From an optimization exercise on the open Yosys and OpenROAD flow, aimed at small area; shortcuts taken in it are not production practice. Only simulation tests tie the RTL to the original design; equivalence was not proved. Power and IR drop assume default switching activity.

==> run G: inputs <==
Design mips_pipeline, start of the top module:
module mips_pipeline
(
    input  wire        clk,
    input  wire        rst,
    input  wire        enable,
    output wire [7:0]  imem_addr,
    input  wire [31:0] imem_data,
    output wire [7:0]  dmem_addr,
    output wire [31:0] dmem_wdata,
    output wire        dmem_we,
    input  wire [31:0] dmem_rdata
);
Settings: LEC_CHECK=0, CAP_MARGIN=20, CORE_MARGIN=2, CORE_UTILIZATION=40, PLACE_DENSITY=0.6, SLEW_MARGIN=20, SYNTH_HIERARCHICAL=1; clock period 10.0 ns.
run.sh (not shown) runs the stock make flow with config.mk's settings and CLKGATE_MAP_FILE= SYNTH_SCRIPT=/design/flow/synth_recipe.tcl, a recipe that flattens the netlist after the stock synthesis.
==> inputs of run P, as changes to run G <==
--- a/flow/design.v
+++ b/flow/design.v
@@ -47,47 +47,28 @@
     wire c_beq   = (op == 6'b000100);
     wire c_bne   = (op == 6'b000101);
     wire regw = c_load | c_imm | c_jal | (c_r & (~c_jr | fn[0]));
     wire link = c_jal | (c_jr & fn[0]);
     wire [4:0] dest = c_jal ? 5'd31 : (c_r ? rdf : rt);
     wire stall = e_v & c_load & ((rt == d_rs) | (rt == d_rt));
+    reg [31:0] rf_a, rf_b;
+    integer i;
+    always @* begin
+        rf_a = 32'b0;
+        rf_b = 32'b0;
+        for (i = 1; i < 32; i = i + 1) begin
+            rf_a = rf_a | ({32{rs == i}} & rf[i]);
+            rf_b = rf_b | ({32{rt == i}} & rf[i]);
+        end
+    end
+    wire m_fwd_ok = m_regw & (m_rd != 5'd0);
+    wire [31:0] fa = (m_fwd_ok & (m_rd == rs)) ? m_a : rf_a;
+    wire [31:0] fb = (m_fwd_ok & (m_rd == rt)) ? m_a : rf_b;
     wire shamt_sel = c_r & (fn[5:2] == 4'b0000);
-    wire m_fwd_ok  = m_regw & (m_rd != 5'd0);
-    wire fwd_a = m_fwd_ok & (m_rd == rs);
-    wire fwd_b = m_fwd_ok & (m_rd == rt);
-    wire [32:0] sa, sb;
-    assign sa[0]  = fwd_a & ~shamt_sel;
-    assign sa[32] = shamt_sel;
-    assign sb[0]  = fwd_b;
-    assign sb[32] = 1'b0;
-    genvar g, r;
-    generate
-        for (g = 1; g < 32; g = g + 1) begin : sel
-            assign sa[g] = (rs == g) & ~fwd_a & ~shamt_sel;
-            assign sb[g] = (rt == g) & ~fwd_b;
-        end
-    endgenerate
-    wire [31:0] A, fb;
-    generate
-        for (g = 0; g < 32; g = g + 1) begin : rd
-            wire [31:0] col;
-            assign col[0] = m_a[g];
-            for (r = 1; r < 32; r = r + 1) begin : c
-                assign col[r] = rf[r][g];
-            end
-            if (g < 5) begin : lo
-                rdbit33 ua(.d({e_ins[6 + g], col}), .s(sa), .y(A[g]));
-            end
-            else begin : hi
-                rdbit32 ua(.d(col), .s(sa[31:0]), .y(A[g]));
-            end
-            rdbit32 ub(.d(col), .s(sb[31:0]), .y(fb[g]));
-        end
-    endgenerate
-    wire [31:0] fa = A;
     wire alusrc    = c_load | c_store | c_imm;
+    wire [31:0] A = shamt_sel ? {27'b0, e_ins[10:6]} : fa;
     wire [31:0] B = alusrc ? imm : fb;
     wire op_sub = c_r & (fn[5:1] == 5'b10001);
     wire op_slt = (c_r & (fn == 6'b101010)) | (c_imm & (op[2:0] == 3'b010));
     wire op_and = (c_r & (fn == 6'b100100)) | (c_imm & (op[2:0] == 3'b100));
     wire op_or  = (c_r & (fn == 6'b100101)) | (c_imm & (op[2:0] == 3'b101));
     wire op_xor = (c_r & (fn == 6'b100110)) | (c_imm & (op[2:0] == 3'b110));
@@ -99,12 +80,13 @@
     wire op_add = ~(op_sub | op_slt | op_and | op_or | op_xor | op_nor |
                     op_lui | op_sll | op_srl | op_sra);
     wire        subtract = op_sub | op_slt;
     wire [31:0] sum = A + (B ^ {32{subtract}}) + {31'b0, subtract};
     wire        slt = (A[31] ^ B[31]) ? A[31] : sum[31];
     wire [31:0] b_rev;
+    genvar g;
     generate
         for (g = 0; g < 32; g = g + 1) begin : rev_b
             assign b_rev[g] = B[31 - g];
         end
     endgenerate
     wire        fill = op_sra & B[31];
@@ -179,48 +161,11 @@
             m_load <= c_load;
             m_lop  <= op[2:0];
         end
     end
     generate
         for (g = 1; g < 32; g = g + 1) begin : regs
-            wire wr = wen & (m_rd == g);
-            wire [31:0] nx;
-            holdmux hm [31:0] (.q(rf[g]), .d(wdata), .we(wr), .nwe(~wr), .y(nx));
-            always @(posedge clk) rf[g] <= nx;
+            always @(posedge clk)
+                if (wen && (m_rd == g)) rf[g] <= wdata;
         end
     endgenerate
 endmodule
-module holdmux(input wire q, input wire d, input wire we, input wire nwe,
-               output wire y);
-    assign y = (we & d) | (nwe & q);
-endmodule
-module aoi222(input wire a0, input wire s0, input wire a1, input wire s1,
-              input wire a2, input wire s2, output wire y);
-    assign y = ~((a0 & s0) | (a1 & s1) | (a2 & s2));
-endmodule
-module aoi22(input wire a0, input wire s0, input wire a1, input wire s1,
-             output wire y);
-    assign y = ~((a0 & s0) | (a1 & s1));
-endmodule
-module rdbit32(input wire [31:0] d, input wire [31:0] s, output wire y);
-    wire [10:0] t;
-    genvar k;
-    generate
-        for (k = 0; k < 10; k = k + 1) begin : g
-            aoi222 u(.a0(d[3*k]), .s0(s[3*k]), .a1(d[3*k+1]), .s1(s[3*k+1]),
-                     .a2(d[3*k+2]), .s2(s[3*k+2]), .y(t[k]));
-        end
-    endgenerate
-    aoi22 u10(.a0(d[30]), .s0(s[30]), .a1(d[31]), .s1(s[31]), .y(t[10]));
-    assign y = ~&t;
-endmodule
-module rdbit33(input wire [32:0] d, input wire [32:0] s, output wire y);
-    wire [10:0] t;
-    genvar k;
-    generate
-        for (k = 0; k < 11; k = k + 1) begin : g
-            aoi222 u(.a0(d[3*k]), .s0(s[3*k]), .a1(d[3*k+1]), .s1(s[3*k+1]),
-                     .a2(d[3*k+2]), .s2(s[3*k+2]), .y(t[k]));
-        end
-    endgenerate
-    assign y = ~&t;
-endmodule
--- a/flow/config.mk
+++ b/flow/config.mk
@@ -7,7 +7,6 @@
 export LEC_CHECK = 0
 export CAP_MARGIN = 20
 export CORE_MARGIN = 2
 export CORE_UTILIZATION = 40
 export PLACE_DENSITY = 0.6
 export SLEW_MARGIN = 20
-export SYNTH_HIERARCHICAL = 1
==> qor summary <==
Xor and xnor fraction of the mapped netlist area: run G 2.58%; run P 2.21%
Post-synthesis net count: run G 5,553; run P 6,174
CP max stage delay: run G 0.85 ns; run P 1.05 ns
Via count of the first global-routing pass: run G 52,252; run P 56,858
Power of the sequential group: run G 4890 uW; run P 5920 uW
Die area: run G 145,000 um2; run P 165,000 um2
Slowest stage cell on the critical path: run G or3_1; run P nor4_2
Tap Count: run G 1,890; run P 2,160
Number of instances in the synthesized netlist: run G 5,356; run P 5,977
Placed inst area: run G 61,800 um2; run P 69,300 um2
Hold Path Origin: run G d_ins[9]$_DFFE_PP_; run P d_ins[26]$_DFFE_PP_
Share of cell area taken by multi-input logic gates: run G 47.4%; run P 38.1%
Top_reg_cell synth: run G dfxtp_1; run P edfxtp_1
Run status: run G timing/DRC/antenna clean; run P timing/DRC/antenna clean
Final period utilization: run G 86.0%; run P 83.9%
Mapped cell area: run G 56,600 um2; run P 64,700 um2
Clock skew: run G 0.143 ns; run P 0.0666 ns

## afterwards: timing with drivers on the ports
No port has a modelled driver above. Below, the same layouts with a new extraction and two added sets of constraints. Step 1 sets driving cells, clkbuf_16 on the clock port and buf_2 on the other inputs (assumed; they add their load-dependent delay and slew). Step 2 adds t to the input delays and takes it off the output delays; t is the mean of the earliest and latest rising clock arrival at the registers after step 1. Input paths then give back, and output paths get back, about the clock's delay inside the block. Three values: ideal ports, drivers, drivers and shift; two values: the first two.
run | t, ns | slack for setup (ns) | worst hold slack (ns) | worst setup path at the end | slew at the worst register clock pin (ns)
run G | 0.851 | 1.401 / 1.401 / 1.401 | 0.411 / 0.411 / 0.411 | register to register | 0.07 / 0.07
run P | 0.863 | 1.610 / 1.610 / 1.610 | 0.413 / 0.413 / 0.413 | register to register | 0.07 / 0.07
After both steps every run listed still meets setup and hold.
